From an optimization exercise on the open Yosys and OpenROAD flow, aimed at small area; shortcuts taken in it are not production practice.
Where RTL was checked, it was by simulation tests only, not by an equivalence proof against the original.
No functional check of the RTL was part of run 1.

==> design/flow/design.v <==
module qga_top (
    input wire clk,
    input wire rst_n,
    input wire host_req,
    input wire [7:0] host_cmd,
    input wire [31:0] host_dna_data,
    input wire [7:0] host_aging_factor,
    output wire host_ack,
    output wire [31:0] host_result_data,
    output wire [15:0] host_entropy_data,
    output wire [7:0] host_mutation_count,
    output wire host_data_valid,
    output reg [7:0] batch_progress,
    output reg batch_complete,
    output reg error_flag,
    output reg [15:0] total_sequences_processed
);
    localparam S_IDLE = 3'd0, S_DEC = 3'd1, S_SETUP = 3'd2, S_WAIT = 3'd3,
               S_COLL = 3'd4, S_SEND = 3'd5, S_BATCH = 3'd6, S_ERR = 3'd7;
    reg [2:0] st;
    reg [3:0] cnt;           
    reg [3:0] cc;            
    reg ack;
    reg [1:0] gate_sel;
    reg [7:0] cfg_aging;
    reg [7:0] aging;         
    reg [4:0] bcnt;
    reg [4:0] bsize;
    reg cont;
    reg [15:0] lfsr;
    reg [31:0] q;            
    reg [3:0] mp;            
    reg [31:0] r;            
    reg [4:0] m;             
    reg m_stat, m_err;       
    reg [5:0] wptr, rptr;
    reg full, pend;
    reg [2:0] phi;           
    wire lt = lfsr[7:0] < aging;
    localparam [13*5-1:0] SMK = {5'd29, 5'd17, 5'd21, 5'd9, 5'd13, 5'd1, 5'd5, 5'd25, 5'd29, 5'd17, 5'd21, 5'd9, 5'd13};
    localparam [13*5-1:0] SDK = {5'd31, 5'd26, 5'd23, 5'd0, 5'd9, 5'd9, 5'd4, 5'd4, 5'd26, 5'd1, 5'd26, 5'd15, 5'd20};
    localparam [13*3-1:0] SEK = {3'd4, 3'd1, 3'd2, 3'd7, 3'd0, 3'd5, 3'd6, 3'd3, 3'd4, 3'd1, 3'd2, 3'd7, 3'd0};
    wire [24:0] syn;
    wire ag_big = cfg_aging > 8'h20;
    genvar gk;
    generate
        for (gk = 0; gk < 13; gk = gk + 1) begin : g_syn
            wire [4:0] uk = SMK[5*gk +: 5] * cfg_aging[4:0] + SDK[5*gk +: 5];
            wire ltk = (uk < cfg_aging[7:3]) || (uk == cfg_aging[7:3] && SEK[3*gk +: 3] < cfg_aging[2:0]);
            assign syn[2*gk] = SEK[3*gk] ^ (ag_big & ltk);
            if (gk < 12) begin : g_hi
                assign syn[2*gk+1] = SEK[3*gk+1];
            end
        end
    endgenerate
    function [31:0] gate_step;
        input [31:0] d;
        input [1:0] p;
        input [1:0] g;
        input [15:0] rnd;
        input ltc;
        integer b;
        begin
            gate_step = d;
            for (b = 0; b < 16; b = b + 1) begin
                case (g)
                    2'b00: if (b % 4 == p) gate_step[2*b +: 2] = d[2*b +: 2] ^ rnd[1:0];
                    2'b01: if (b < 15 && b % 4 == p && !d[2*b])
                               gate_step[2*b+2 +: 2] = d[2*b+2 +: 2] ^ 2'b01;
                    2'b10: if (b < 14 && b % 4 == p && d[2*b +: 2] == 2'b10 && d[2*b+2 +: 2] == 2'b11)
                               gate_step[2*b+4 +: 2] = d[2*b+4 +: 2] ^ 2'b11;
                    2'b11: if (ltc && b % 8 == {1'b0, p}) gate_step[2*b +: 2] = d[2*b +: 2] ^ rnd[9:8];
                endcase
            end
        end
    endfunction
    wire [31:0] mut_mask;
    genvar gb;
    generate
        for (gb = 0; gb < 16; gb = gb + 1) begin : g_mut
            assign mut_mask[2*gb] = 1'b0;
            assign mut_mask[2*gb+1] = lfsr[2*(gb%8)] & lt;
        end
    endgenerate
    wire [3:0] pc8 = lfsr[0] + lfsr[2] + lfsr[4] + lfsr[6] + lfsr[8] + lfsr[10] + lfsr[12] + lfsr[14];
    reg [29*64-1:0] ring;
    wire [28:0] wdata = {q[24:0], mp};
    wire wr = pend && (phi == ~wptr[2:0]);
    integer bi, pi;
    always @(posedge clk) begin
        for (bi = 0; bi < 8; bi = bi + 1) begin
            for (pi = 1; pi < 8; pi = pi + 1)
                ring[29*(bi*8+pi) +: 29] <= ring[29*(bi*8+pi-1) +: 29];
            ring[29*(bi*8) +: 29] <= (wr && wptr[5:3] == bi) ? wdata : ring[29*(bi*8+7) +: 29];
        end
    end
    reg [28:0] hd;
    wire [5:0] rptr_n;
    wire [2:0] tpos = rptr_n[2:0] + phi;
    wire tap = (tpos == 3'd0) || (tpos == 3'd3) || (tpos == 3'd6);
    reg [28:0] tdata;
    integer ri;
    always @(*) begin
        tdata = 29'd0;
        for (ri = 0; ri < 8; ri = ri + 1) begin
            tdata = tdata | ({29{rptr_n[5:3] == ri && tpos == 3'd0}} & ring[29*(ri*8+0) +: 29])
                          | ({29{rptr_n[5:3] == ri && tpos == 3'd3}} & ring[29*(ri*8+3) +: 29])
                          | ({29{rptr_n[5:3] == ri && tpos == 3'd6}} & ring[29*(ri*8+6) +: 29]);
        end
    end
    always @(posedge clk) begin
        if (pend && rptr_n == wptr)
            hd <= wdata;
        else if (tap)
            hd <= tdata;
    end
    reg [4:0] c0, c1, c2, c3;
    reg [8:0] sq;
    integer ei;
    always @(*) begin
        c0 = 0; c1 = 0; c2 = 0; c3 = 0;
        for (ei = 0; ei < 16; ei = ei + 1) begin
            c0 = c0 + (r[2*ei +: 2] == 2'd0);
            c1 = c1 + (r[2*ei +: 2] == 2'd1);
            c2 = c2 + (r[2*ei +: 2] == 2'd2);
            c3 = c3 + (r[2*ei +: 2] == 2'd3);
        end
        sq = c0 * c0 + c1 * c1 + c2 * c2 + c3 * c3;
    end
    assign host_ack = ack;
    assign host_data_valid = ack & ~error_flag;
    assign host_result_data = {r[31:16] & {16{~m_stat}}, r[15:0]};
    assign host_entropy_data = m_err ? 16'hFFFF : m_stat ? r[31:16] : {7'h7F, ~sq};
    assign host_mutation_count = {{3{m_err}}, m};
    wire pop_ok = (rptr != wptr) || full || pend;
    wire do_pop = st == S_DEC && cc == 4'd7 && pop_ok;
    wire do_clr = st == S_DEC && cc == 4'd5;
    assign rptr_n = do_clr ? 6'd0 : do_pop ? rptr + 6'd1 : rptr;
    reg [11:0] dv;
    wire [11:0] pnum = bcnt * 7'd100;
    wire [5:0] dvt = dv[11:6];
    wire dvge = dvt >= {1'b0, bsize};
    wire [5:0] dvs = dvt - {1'b0, bsize};
    always @(posedge clk) begin
        if (st == S_WAIT && cnt == 4'd4)
            dv <= pnum;
        else
            dv <= {dvge ? dvs[4:0] : dvt[4:0], dv[5:0], dvge};
    end
    always @(posedge clk or negedge rst_n) begin
        if (!rst_n)
            lfsr <= 16'hACE1;
        else
            lfsr <= {lfsr[14:0], lfsr[15] ^ lfsr[13] ^ lfsr[12] ^ lfsr[10]};
    end
    always @(posedge clk or negedge rst_n) begin
        if (!rst_n)
            phi <= 3'd0;
        else
            phi <= phi + 3'd1;
    end
    always @(posedge clk) begin
        if (st == S_IDLE && host_req)
            cc <= (host_cmd[7:4] == 4'd0 && host_cmd[3:0] >= 4'd1 && host_cmd[3:0] <= 4'd8) ? host_cmd[3:0] : 4'd0;
        if (st == S_DEC && cc == 4'd1) begin
            q <= host_dna_data;
            aging <= host_aging_factor;
        end
        if (st == S_DEC && cc == 4'd2)
            bsize <= host_dna_data[4:0];
        if (st == S_BATCH)
            aging <= cfg_aging;
        if (st == S_SETUP || st == S_BATCH)
            cnt <= 4'd0;
        else
            cnt <= cnt + 4'd1;
        if (st == S_WAIT) begin
            if (cnt == 4'd1)
                q <= (cc == 4'd2 ? {7'h0, syn} : q) ^ {16'h0, lfsr};
            else if (cnt >= 4'd2 && cnt <= 4'd5)
                q <= gate_step(q, cnt[1:0] - 2'd2, gate_sel, lfsr, lt);
            else if (cnt == 4'd6) begin
                q <= q ^ mut_mask;
                mp <= lt ? pc8 : 4'd0;
            end
        end
    end
    always @(posedge clk or negedge rst_n) begin
        if (!rst_n) begin
            st <= S_IDLE;
            ack <= 1'b0;
            error_flag <= 1'b0;
            batch_progress <= 8'd0;
            batch_complete <= 1'b0;
            total_sequences_processed <= 16'd0;
            gate_sel <= 2'b00;
            cfg_aging <= 8'h10;
            bcnt <= 5'd0;
            cont <= 1'b0;
            r <= 32'd0;
            m <= 5'd0;
            m_stat <= 1'b1;
            m_err <= 1'b0;
            wptr <= 6'd0;
            rptr <= 6'd0;
            full <= 1'b0;
            pend <= 1'b0;
        end else begin
            if (st == S_WAIT && cnt == 4'd6 && !full)
                pend <= 1'b1;
            if (wr) begin
                pend <= 1'b0;
                wptr <= wptr + 6'd1;
                if (wptr + 6'd1 == rptr)
                    full <= 1'b1;
            end
            case (st)
                S_IDLE: begin
                    ack <= 1'b0;
                    error_flag <= 1'b0;
                    if (host_req)
                        st <= S_DEC;
                end
                S_DEC: begin
                    case (cc)
                        4'd1: st <= S_SETUP;
                        4'd2: begin
                            bcnt <= 5'd0;
                            batch_complete <= 1'b0;
                            st <= S_BATCH;
                        end
                        4'd3: begin
                            gate_sel <= host_dna_data[1:0];
                            st <= S_SEND;
                        end
                        4'd6: begin
                            cfg_aging <= host_aging_factor;
                            st <= S_SEND;
                        end
                        4'd4: begin
                            r <= {total_sequences_processed, batch_progress, 8'h0};
                            m <= {4'h0, batch_complete};
                            m_stat <= 1'b1;
                            m_err <= 1'b0;
                            st <= S_SEND;
                        end
                        4'd5: begin
                            total_sequences_processed <= 16'd0;
                            wptr <= 6'd0;
                            rptr <= 6'd0;
                            full <= 1'b0;
                            pend <= 1'b0;
                            st <= S_SEND;
                        end
                        4'd7: begin
                            if (pop_ok) begin
                                r <= {7'h0, hd[28:4]};
                                m <= {hd[3:0], 1'b0};
                                m_stat <= 1'b0;
                                m_err <= 1'b0;
                                rptr <= rptr + 6'd1;
                                full <= 1'b0;
                            end
                            st <= S_SEND;
                        end
                        4'd8: begin
                            cont <= host_dna_data[0];
                            st <= S_SEND;
                        end
                        default: st <= S_ERR;
                    endcase
                end
                S_SETUP: st <= S_WAIT;
                S_WAIT: if (cnt == 4'd10) st <= S_COLL;
                S_COLL: begin
                    r <= {7'h0, q[24:0]};
                    m <= {mp, 1'b0};
                    m_stat <= 1'b0;
                    m_err <= 1'b0;
                    total_sequences_processed <= total_sequences_processed + 16'd1;
                    st <= (cc == 4'd2) ? S_BATCH : S_SEND;
                end
                S_SEND: begin
                    ack <= 1'b1;
                    if ((cont && cc == 4'd1) || !host_req)
                        st <= S_IDLE;
                end
                S_BATCH: begin
                    if (bcnt < bsize) begin
                        bcnt <= bcnt + 5'd1;
                        batch_progress <= (bcnt == 5'd0) ? 8'd0 : {1'b0, dv[6:0]};
                        st <= S_WAIT;
                    end else begin
                        batch_complete <= 1'b1;
                        batch_progress <= 8'd100;
                        st <= S_SEND;
                    end
                end
                S_ERR: begin
                    error_flag <= 1'b1;
                    ack <= 1'b1;
                    r <= 32'hDEADBEEF;
                    m <= 5'h1F;
                    m_stat <= 1'b0;
                    m_err <= 1'b1;
                    if (!host_req)
                        st <= S_IDLE;
                end
            endcase
        end
    end
endmodule
==> design/flow/run.sh <==
#!/bin/bash
# synth_recipe.tcl (not shown) runs the flow's synth.tcl, then flattens the netlist and writes it again
# the make line also repeats each setting of config.mk as NAME=value (left out here)
make -C /OpenROAD-flow-scripts/flow DESIGN_CONFIG=/design/flow/config.mk WORK_HOME=/design/flow/orfs CLKGATE_MAP_FILE= SYNTH_SCRIPT=/design/flow/synth_recipe.tcl finish
==> design/flow/config.mk <==
export PLATFORM = sky130hd
export DESIGN_NAME = qga_top
export DESIGN_NICKNAME = qga_top
export VERILOG_FILES = /design/flow/design.v
export SDC_FILE = /design/flow/constraint.sdc
export NUM_CORES = 8
export LEC_CHECK = 0
export CAP_MARGIN = 20
export CORE_MARGIN = 2
export CORE_UTILIZATION = 60
export CTS_BUF_LIST = sky130_fd_sc_hd__clkbuf_4
export SLEW_MARGIN = 20
==> design/flow/constraint.sdc <==
create_clock -name core_clock -period 100.0 [get_ports {clk}]
set_input_delay 20.0000 -clock core_clock [delete_from_list [all_inputs] [get_ports {clk}]]
set_output_delay 20.0000 -clock core_clock [all_outputs]
set_load 0.01 [all_outputs]
==> insert_results.sql, run 1 <==
INSERT INTO impl_metrics (metric_group, metric, value, unit) VALUES
('routing', 'drtAntennaViolNets', '0', ''),
('synthesis', 'yosys_warnings', '26', ''),
('clocking', 'cts_buffers', '477', ''),
('sta', 'slew-limit-headroom', '20.6', '%'),
('place', 'io_buffers', '126', ''),
('cells_and_area', 'fill_cells', '7896', ''),
('routing', 'avgRoutedWirePerCell', '24.3', 'um'),
('worst_setup_path', 'cp-startpoint', 'r[2]', ''),
('global_route', 'grt_pass1_vias', '40300', ''),
('sta', 'post-route-min-period', '31.21', 'ns'),
('clocking', 'cts_post_setup_buffers_inserted', '0', ''),
('routing', 'wirelength', '175', 'mm'),
('synthesis', 'synth_edf_count', '69', ''),
('worst_setup_path', 'crit_slowest_cell', 'fa_1', ''),
('clocking', 'clk_pin_slew_worst_paths', '0.07', 'ns'),
('synthesis', 'syn_avg_cell_area', '12.9', 'sq um'),
('clocking', 'cts_tree', 'done', ''),
('sta', 'report.final.hold_viol_count', '0', ''),
('routing', 'via_count', '40500', ''),
('sta', 'final_critical_path_share_of_the_clock_period', '31.2', '%'),
('clocking', 'cts_hold_buffers', '0', ''),
('clocking', 'clock-root-buffer', 'clkbuf_4', ''),
('synthesis', 'synth_top_area_share', '58.6', '%'),
('sta', 'final.setup_skew', '0.167', 'ns'),
('sta', 'timing.fmax', '32.0', 'MHz'),
('clocking', 'cts_max_level', '5', ''),
('synthesis', 'synth_fp_nets', '5320', ''),
('synthesis', 'synth.ff_latch_count', '2064', ''),
('sta', 'worst_pin_slew', '1.19', 'ns'),
('outcome', 'run_status', 'complete, no violations', ''),
('place', 'pre_cts_ws', '70.01', 'ns'),
('sta', 'finalSetupViolCount', '0', ''),
('synthesis', 'syn-cell-area', '64200', 'sq um'),
('hold_path', 'min-delay-path-class', 'reg2reg', ''),
('global_route', 'antenna_found_initial', '8', ''),
('floorplanning', 'rows', '119', ''),
('floorplanning', 'initial_core_util', '60.7', '%'),
('worst_setup_path', 'crit-reg2reg-launch', 'st[0]', ''),
('synthesis', 'synth_largest_area_cell', 'dfxtp_1', ''),
('worst_setup_path', 'reg2reg_setup_slack', '92.25', 'ns'),
('global_route', 'grt.total_usage', '32.0', '%'),
('synthesis', 'yosysUniqueCellTypes', '97', ''),
('synthesis', 'ys_top_cells_by_area', 'dfxtp_1, mux2_2, dfrtp_1', ''),
('floorplanning', 'coreArea', '106000', 'sq um'),
('worst_setup_path', 'critical_path_peak_fanout', '7', ''),
('cells_and_area', 'post_route_cells_drive_above_1_share', '20.3', '%'),
('synthesis', 'yosys.cell_count.top_type', 'dfxtp_1', ''),
('floorplanning', 'die-area', '110000', 'sq um'),
('sta', 'number_of_pins_with_negative_max_slew_slack_in_the_final_report', '0', ''),
('global_route', 'wire_length_of_the_first_global_routing_pass', '257', 'mm'),
('place', 'finalWeightedCongestion', '0.901', ''),
('worst_setup_path', 'r2r.worst_path.cells', '18', ''),
('job', 'max_cap_viol_count', '0', ''),
('synthesis', 'ys_seq_area_share', '66.4', '%'),
('place', 'dp.final_hpwl', '110', 'mm'),
('clocking', 'clk_latency', '1.30', 'ns'),
('worst_setup_path', 'worstPathRequired', '80.00', 'ns'),
('worst_setup_path', 'cpMostUsedCell', 'fa_1', ''),
('worst_setup_path', 'critPathLaunchType', 'flip-flop', ''),
('global_route', 'grt_max_degree', '75', ''),
('synthesis', 'postSynth.asyncResetShare', '5.67', '%'),
('clocking', 'clock_path_buffers', '4', ''),
('clocking', 'cts-resized-gates', '0', ''),
('global_route', 'grt_overflow', '0', ''),
('worst_setup_path', 'critPathCaptureType', 'output pin', '');
-- area by class of cell --
| type | instances | area [sq um] | share of cell area (%) |
|---|---|---|---|
| diodes | 12 | 30.0 | 0.0412 |
| clock buffers | 736 | 5530 | 7.58 |
| clock inverters | 101 | 508 | 0.697 |
| inverters | 195 | 732 | 1.00 |
| multi-input cells | 2466 | 19800 | 27.2 |
| flip-flops and latches | 2064 | 42600 | 58.4 |
| well taps | 1391 | 1740 | 2.39 |
| repair buffers | 218 | 1970 | 2.71 |
-- stage by stage --
| step | instances | util, % | area, sq um | hold slack, ns |
|---|---|---|---|---|
| global placement | 6333 | 63.2 | 66800 | 0.310 |
| detailed placement | 6333 | 63.2 | 66800 | 0.312 |
| floorplan | 4991 | - | 64200 | 0.310 |
| global route | 7180 | 69.0 | 72900 | 0.230 |
| CTS | 7170 | 68.9 | 72900 | 0.238 |
| finish | 7183 | 69.0 | 72900 | 0.247 |
-- registers in the layout, summed over array words and instances, names as in the netlist, 4 cells and up --
| signal | cells |
|---|---|
| aging | 8 |
| batch_progress | 7 |
| bcnt | 5 |
| bsize | 5 |
| cc | 4 |
| cfg_aging | 8 |
| cnt | 4 |
| dv | 12 |
| hd | 29 |
| lfsr | 16 |
| m | 5 |
| mp | 4 |
| q | 25 |
| r | 32 |
| ring | 1856 |
| rptr | 6 |
| total_sequences_processed | 16 |
| wptr | 6 |
-- worst min-delay path by stage --
stage,from,end,cells past startpoint,slack [ns]
finish,ring[1761],ring[1790],0,0.25
global route,ring[1761],ring[1790],0,0.23
CTS,ring[1761],ring[1790],0,0.24
detailed placement,ring[526],ring[555],0,0.31
global placement,ring[1522],ring[1551],0,0.31
floorplan,ring[971],ring[1000],0,0.31
-- worst max-delay path: cells and delay by family, from the launching register on --
| family | cells | cell delay (ns) |
|---|---|---|
| simple gates | 2 | 0.25 |
| flops | 1 | 0.47 |
| fa+ha+maj | 14 | 6.74 |
| xor+xnor | 2 | 0.71 |
| buf+inv | 8 | 0.90 |
| compound gates | 5 | 0.91 |
-- cell families after synthesis --
family                     Yosys count  share of synthesized area (%)
DFF                               2064                           66.4
and+or+nand+nor                    878                           6.98
AOI/OAI and AO/OA                  848                           9.70
buffers and inverters              461                           2.93
muxes                              301                           5.19
adders and majority gates          278                           6.57
xor gates and xnor gates           160                           2.21
other                                1                        0.00585
-- routing by layer --
metal  vias to the layer above  global-route usage [%]  routed length, um
met2                      1618                    48.6              77600
met3                       310                    6.13              13200
met4                         2                    13.1               5850
met1                     20000                    45.3              78000
met5                         -                       0                  9
li1                      18500                       -                  -
-- layout by cell type, fill, tap and decap left out, types with 67 or more instances in the layout --
cell                n
nor2b_1            67
dfrtp_1           107
dfxtp_1          1878
inv_1             195
nor2_1            173
a21oi_1           127
xnor2_1            94
mux2_2            252
edfxtp_1           69
buf_4              91
fa_1               98
clkbuf_4          736
o21ai_0           117
a22oi_1           124
nand3_1            75
ha_1              180
clkinv_1           80
nand2_1           254
clkdlybuf4s50_1   125
==> run 2: changes to the inputs <==
--- a/design/flow/design.v
+++ b/design/flow/design.v
@@ -37,22 +37,19 @@
     reg full, pend;
     reg [2:0] phi;           
     wire lt = lfsr[7:0] < aging;
-    localparam [13*5-1:0] SMK = {5'd29, 5'd17, 5'd21, 5'd9, 5'd13, 5'd1, 5'd5, 5'd25, 5'd29, 5'd17, 5'd21, 5'd9, 5'd13};
-    localparam [13*5-1:0] SDK = {5'd31, 5'd26, 5'd23, 5'd0, 5'd9, 5'd9, 5'd4, 5'd4, 5'd26, 5'd1, 5'd26, 5'd15, 5'd20};
-    localparam [13*3-1:0] SEK = {3'd4, 3'd1, 3'd2, 3'd7, 3'd0, 3'd5, 3'd6, 3'd3, 3'd4, 3'd1, 3'd2, 3'd7, 3'd0};
-    wire [24:0] syn;
-    wire ag_big = cfg_aging > 8'h20;
-    genvar gk;
-    generate
-        for (gk = 0; gk < 13; gk = gk + 1) begin : g_syn
-            wire [4:0] uk = SMK[5*gk +: 5] * cfg_aging[4:0] + SDK[5*gk +: 5];
-            wire ltk = (uk < cfg_aging[7:3]) || (uk == cfg_aging[7:3] && SEK[3*gk +: 3] < cfg_aging[2:0]);
-            assign syn[2*gk] = SEK[3*gk] ^ (ag_big & ltk);
-            if (gk < 12) begin : g_hi
-                assign syn[2*gk+1] = SEK[3*gk+1];
-            end
-        end
-    endgenerate
+    function [31:0] synth;
+        input [7:0] ag;
+        integer k;
+        reg [7:0] s;
+        begin
+            s = {ag[4:0], 3'b101};
+            synth = 0;
+            for (k = 0; k < 16; k = k + 1) begin
+                s = s * 8'd13 + 8'd95;
+                synth[2*k +: 2] = s[1:0] ^ {1'b0, (s < ag) && (ag > 8'h20)};
+            end
+        end
+    endfunction
     function [31:0] gate_step;
         input [31:0] d;
         input [1:0] p;
@@ -94,25 +91,14 @@
             ring[29*(bi*8) +: 29] <= (wr && wptr[5:3] == bi) ? wdata : ring[29*(bi*8+7) +: 29];
         end
     end
-    reg [28:0] hd;
-    wire [5:0] rptr_n;
-    wire [2:0] tpos = rptr_n[2:0] + phi;
-    wire tap = (tpos == 3'd0) || (tpos == 3'd3) || (tpos == 3'd6);
-    reg [28:0] tdata;
+    wire [2:0] rpos = rptr[2:0] + phi;
+    wire [5:0] raddr = {rptr[5:3], rpos};
+    reg [28:0] rdata;
     integer ri;
     always @(*) begin
-        tdata = 29'd0;
-        for (ri = 0; ri < 8; ri = ri + 1) begin
-            tdata = tdata | ({29{rptr_n[5:3] == ri && tpos == 3'd0}} & ring[29*(ri*8+0) +: 29])
-                          | ({29{rptr_n[5:3] == ri && tpos == 3'd3}} & ring[29*(ri*8+3) +: 29])
-                          | ({29{rptr_n[5:3] == ri && tpos == 3'd6}} & ring[29*(ri*8+6) +: 29]);
-        end
-    end
-    always @(posedge clk) begin
-        if (pend && rptr_n == wptr)
-            hd <= wdata;
-        else if (tap)
-            hd <= tdata;
+        rdata = 29'd0;
+        for (ri = 0; ri < 64; ri = ri + 1)
+            rdata = rdata | ({29{raddr == ri}} & ring[29*ri +: 29]);
     end
     reg [4:0] c0, c1, c2, c3;
     reg [8:0] sq;
@@ -133,20 +119,9 @@
     assign host_entropy_data = m_err ? 16'hFFFF : m_stat ? r[31:16] : {7'h7F, ~sq};
     assign host_mutation_count = {{3{m_err}}, m};
     wire pop_ok = (rptr != wptr) || full || pend;
-    wire do_pop = st == S_DEC && cc == 4'd7 && pop_ok;
-    wire do_clr = st == S_DEC && cc == 4'd5;
-    assign rptr_n = do_clr ? 6'd0 : do_pop ? rptr + 6'd1 : rptr;
-    reg [11:0] dv;
+    wire byp = pend && (rptr == wptr);
     wire [11:0] pnum = bcnt * 7'd100;
-    wire [5:0] dvt = dv[11:6];
-    wire dvge = dvt >= {1'b0, bsize};
-    wire [5:0] dvs = dvt - {1'b0, bsize};
-    always @(posedge clk) begin
-        if (st == S_WAIT && cnt == 4'd4)
-            dv <= pnum;
-        else
-            dv <= {dvge ? dvs[4:0] : dvt[4:0], dv[5:0], dvge};
-    end
+    wire [11:0] prog = pnum / bsize;
     always @(posedge clk or negedge rst_n) begin
         if (!rst_n)
             lfsr <= 16'hACE1;
@@ -176,7 +151,7 @@
             cnt <= cnt + 4'd1;
         if (st == S_WAIT) begin
             if (cnt == 4'd1)
-                q <= (cc == 4'd2 ? {7'h0, syn} : q) ^ {16'h0, lfsr};
+                q <= (cc == 4'd2 ? synth(cfg_aging) : q) ^ {16'h0, lfsr};
             else if (cnt >= 4'd2 && cnt <= 4'd5)
                 q <= gate_step(q, cnt[1:0] - 2'd2, gate_sel, lfsr, lt);
             else if (cnt == 4'd6) begin
@@ -254,8 +229,8 @@
                         end
                         4'd7: begin
                             if (pop_ok) begin
-                                r <= {7'h0, hd[28:4]};
-                                m <= {hd[3:0], 1'b0};
+                                r <= {7'h0, byp ? q[24:0] : rdata[28:4]};
+                                m <= {byp ? mp : rdata[3:0], 1'b0};
                                 m_stat <= 1'b0;
                                 m_err <= 1'b0;
                                 rptr <= rptr + 6'd1;
@@ -288,7 +263,7 @@
                 S_BATCH: begin
                     if (bcnt < bsize) begin
                         bcnt <= bcnt + 5'd1;
-                        batch_progress <= (bcnt == 5'd0) ? 8'd0 : {1'b0, dv[6:0]};
+                        batch_progress <= prog[7:0];
                         st <= S_WAIT;
                     end else begin
                         batch_complete <= 1'b1;
--- a/design/flow/config.mk
+++ b/design/flow/config.mk
@@ -7,6 +7,5 @@
 export LEC_CHECK = 0
 export CAP_MARGIN = 20
 export CORE_MARGIN = 2
-export CORE_UTILIZATION = 60
-export CTS_BUF_LIST = sky130_fd_sc_hd__clkbuf_4
+export CORE_UTILIZATION = 40
 export SLEW_MARGIN = 20
==> run 2 against run 1 <==
Against the previous run: design area up 15%; first-iteration DRC count up 130%; still clean on timing, DRC and antenna; fmax up 2.1%; die area up 69%; clock-buffer cell count down 459; critical endpoint unchanged; wire length up 59%; largest cell class unchanged; clock skew down 0.10 ns; highest routed layer unchanged.
==> insert_results.sql, run 2 <==
INSERT INTO impl_metrics (metric_group, metric, value, unit) VALUES
('outcome', 'run_status', 'complete, no violations', ''),
('cells_and_area', 'regArea', '41500', 'sq um'),
('global_route', 'wire_length_of_the_first_global_routing_pass', '389', 'mm'),
('routing', 'drtAntennaViolNets', '0', ''),
('synthesis', 'yosysUniqueCellTypes', '106', ''),
('clocking', 'cts-resized-gates', '0', ''),
('cells_and_area', 'final_util', '46.3', '%'),
('synthesis', 'syn_inst', '6344', ''),
('synthesis', 'synth_top_area_share', '51.4', '%'),
('routing', 'detail_route.vias_per_cell', '6.18', ''),
('sta', 'slew-limit-headroom', '11.3', '%'),
('worst_setup_path', 'critical_path_peak_fanout', '6', ''),
('cells_and_area', 'flip_flop_count_of_the_largest_register_all_copies_and_words_added', '1856', ''),
('clocking', 'cts_buffers', '190', ''),
('worst_setup_path', 'critPathCaptureType', 'output pin', ''),
('synthesis', 'synth_edf_count', '40', ''),
('cells_and_area', 'final_common_cell', 'dfxtp_1', ''),
('routing', 'via_count', '55300', ''),
('clocking', 'clock-root-buffer', 'clkbuf_16', ''),
('sta', 'number_of_pins_with_negative_max_slew_slack_in_the_final_report', '0', ''),
('clocking', 'clk_latency', '0.87', 'ns'),
('global_route', 'grt_overflow', '0', ''),
('cells_and_area', 'synthToLayoutAreaGrowth', '15.0', '%'),
('worst_setup_path', 'worstPathRequired', '80.00', 'ns'),
('cells_and_area', 'largest_register', 'ring', ''),
('sta', 'report.final.hold_viol_count', '0', ''),
('cells_and_area', 'top_regs', 'ring (1856), r (32), q (25)', ''),
('global_route', 'antenna_found_initial', '11', ''),
('floorplanning', 'die-area', '185000', 'sq um'),
('clocking', 'cts_max_level', '4', ''),
('clocking', 'cts_tree', 'done', ''),
('clocking', 'cts_hold_buffers', '0', ''),
('sta', 'rsz_0062_raised_after_global_routing', 'false', ''),
('clocking', 'cts_post_setup_buffers_inserted', '0', ''),
('synthesis', 'synth_largest_area_cell', 'dfxtp_1', ''),
('place', 'io_buffers', '127', ''),
('cells_and_area', 'multiInputGateArea', '29500', 'sq um'),
('synthesis', 'synth.ff_latch_count', '2024', ''),
('sta', 'finalSetupViolCount', '0', ''),
('floorplanning', 'initial_core_util', '40.2', '%'),
('synthesis', 'postSynth.asyncResetShare', '5.83', '%'),
('cells_and_area', 'final_net_count', '6829', ''),
('clocking', 'clock_path_buffers', '3', ''),
('synthesis', 'syn_avg_cell_area', '11.5', 'sq um'),
('synthesis', 'synth_fp_nets', '6753', ''),
('sta', 'worst_pin_slew', '1.32', 'ns'),
('synthesis', 'ys_seq_area_share', '57.1', '%'),
('clocking', 'clock_sinks', '2024', ''),
('synthesis', 'ys_top_cells_by_area', 'dfxtp_1, ha_1, a22oi_1', ''),
('worst_setup_path', 'worst-setup-path-type', 'reg2out', ''),
('clocking', 'clk_pin_slew_worst_paths', '0.07', 'ns'),
('synthesis', 'synth_top_cells_by_count', 'dfxtp_1, a22oi_1, nor2_1', ''),
('sta', 'timing.fmax', '32.7', 'MHz'),
('routing', 'firstDrtPassIters', '9', ''),
('global_route', 'grt.total_usage', '29.0', '%'),
('routing', 'post-route-drc-count', '0', ''),
('routing', 'drt-initial-drc-count', '8119', ''),
('synthesis', 'syn-cell-area', '72700', 'sq um'),
('floorplanning', 'die_w', '430', 'um'),
('worst_setup_path', 'critPathLaunchType', 'flip-flop', ''),
('sta', 'final.setup_skew', '0.0624', 'ns'),
('routing', 'avgRoutedWirePerCell', '30.9', 'um'),
('worst_setup_path', 'cpMostUsedCell', 'fa_1', ''),
('cells_and_area', 'fill_cells', '16300', ''),
('sta', 'setup-tns-final', '0', 'ns'),
('synthesis', 'yosys.cell_count.top_type', 'dfxtp_1', ''),
('synthesis', 'synth_flop_cell', 'dfxtp_1', ''),
('global_route', 'grt_max_degree', '70', ''),
('sta', 'final_critical_path_share_of_the_clock_period', '30.6', '%'),
('cells_and_area', 'most_frequent_cells_in_the_layout', 'dfxtp_1, a22oi_1, a221oi_1, nand2_1, ha_1', ''),
('job', 'max_cap_viol_count', '0', ''),
('synthesis', 'yosys_warnings', '26', ''),
('worst_setup_path', 'critical_path_arrival', '10.58', 'ns'),
('floorplanning', 'rows', '156', ''),
('floorplanning', 'coreArea', '181000', 'sq um'),
('place', 'dp.final_hpwl', '175', 'mm'),
('floorplanning', 'die_h', '430', 'um'),
('sta', 'post-route-min-period', '30.58', 'ns'),
('floorplanning', 'number_of_top_level_design_ports', '135', ''),
('worst_setup_path', 'crit_slowest_cell', 'fa_1', ''),
('place', 'finalWeightedCongestion', '0.929', ''),
('global_route', 'grt_pass1_vias', '53900', ''),
('cells_and_area', 'post_route_cells_drive_above_1_share', '12.6', '%'),
('hold_path', 'min-delay-path-class', 'reg2reg', ''),
('worst_setup_path', 'critPathMaxStageDelay', '0.60', 'ns'),
('routing', 'wirelength', '277', 'mm');
-- run 2: routing by layer --
layer / vias to the layer above / track usage [%] / share of wire, %
li1: 23400 / - / -
met1: 27500 / 38.9 / 41
met2: 3610 / 43.7 / 43
met3: 851 / 7.02 / 11
met4: 6 / 14.0 / 5.3
met5: - / 0.0781 / 0.016
-- run 2: cell type report --
type	count	share of cell area, %
flip-flops and latches	2024	49.7
multi-input cells	3750	35.3
clock buffers	277	6.68
well taps	2370	3.55
repair buffers	258	2.71
clock inverters	74	1.22
inverters	196	0.880
diodes	7	0.0209
-- run 2: final timing paths --
check | start | end | slack, ns | cells after the start
min reg2reg | ring[1824] | ring[1853] | 0.31 | 0
max in group asynchronous | rst_n | total_sequences_processed[7] | 79.55 | 2
min in group asynchronous | rst_n | cfg_aging[5] | 19.10 | 1
max | r[2] | host_entropy_data[8] | 69.42 | 32
min | ring[1824] | ring[1853] | 0.31 | 0
max reg2reg | bcnt[2] | batch_progress[0] | 73.08 | 117
-- run 2: cell families (layout without fill, tap and decap cells) --
group           after synthesis  in the layout  share of synthesized area (%)
fa+ha+maj                   358            358                           7.21
other cells                   0              7                              0
buf+inv                     570            805                           3.07
compound gates             1606           1606                           16.5
mux                         294            294                           4.52
simple gates               1252           1252                           8.67
xor+xnor                    240            240                           2.94
flops                      2024           2024                           57.1
-- run 2: through the flow --
step	hold WS [ns]	worst slack (ns)	area [sq um]	cells
6_report	0.308	69.42	83600	8956
5_1_grt	0.333	68.95	83600	8950
4_1_cts	0.319	69.30	83600	8949
3_5_place_dp	0.335	70.20	77000	8598
3_3_place_gp	0.332	70.17	77000	8598
2_1_floorplan	0.330	71.29	72700	6344
-- run 2: critical path, delay by kind of cell, from the launching register on --
family	cells	cell delay, ns
adders and majority gates	14	6.68
buffers and inverters	7	0.85
AOI/OAI and AO/OA	5	0.83
and+or+nand+nor	4	0.62
DFF	1	0.49
xor gates and xnor gates	1	0.18
muxes	1	0.11

port drivers added, routing unchanged:
No port has a modelled driver above. Below, the same layouts with a new extraction and two added sets of constraints.
Step 1 sets driving cells, clkbuf_16 on the clock port and buf_2 on the other inputs (assumed; they add their load-dependent delay and slew).
Step 2 also shifts input and output timing later by t, the mid clock arrival at the registers, as if the neighbouring blocks saw the same clock.
Slacks: no drivers / after step 1 / after step 2; pairs: no drivers / after step 1.
run | t (ns) | setup WS [ns] | hold slack, ns | clock arrival spread, ns | worst data-port slew with drivers (ns)
run 1 | 1.280 | 68.792 / 68.724 / 70.003 | 0.247 / 0.247 / 0.247 | 0.175 / 0.175 | 0.04
run 2 | 0.927 | 69.420 / 69.326 / 70.253 | 0.308 / 0.308 / 0.308 | 0.079 / 0.078 | 0.04
After both steps setup and hold are still met in every run listed.
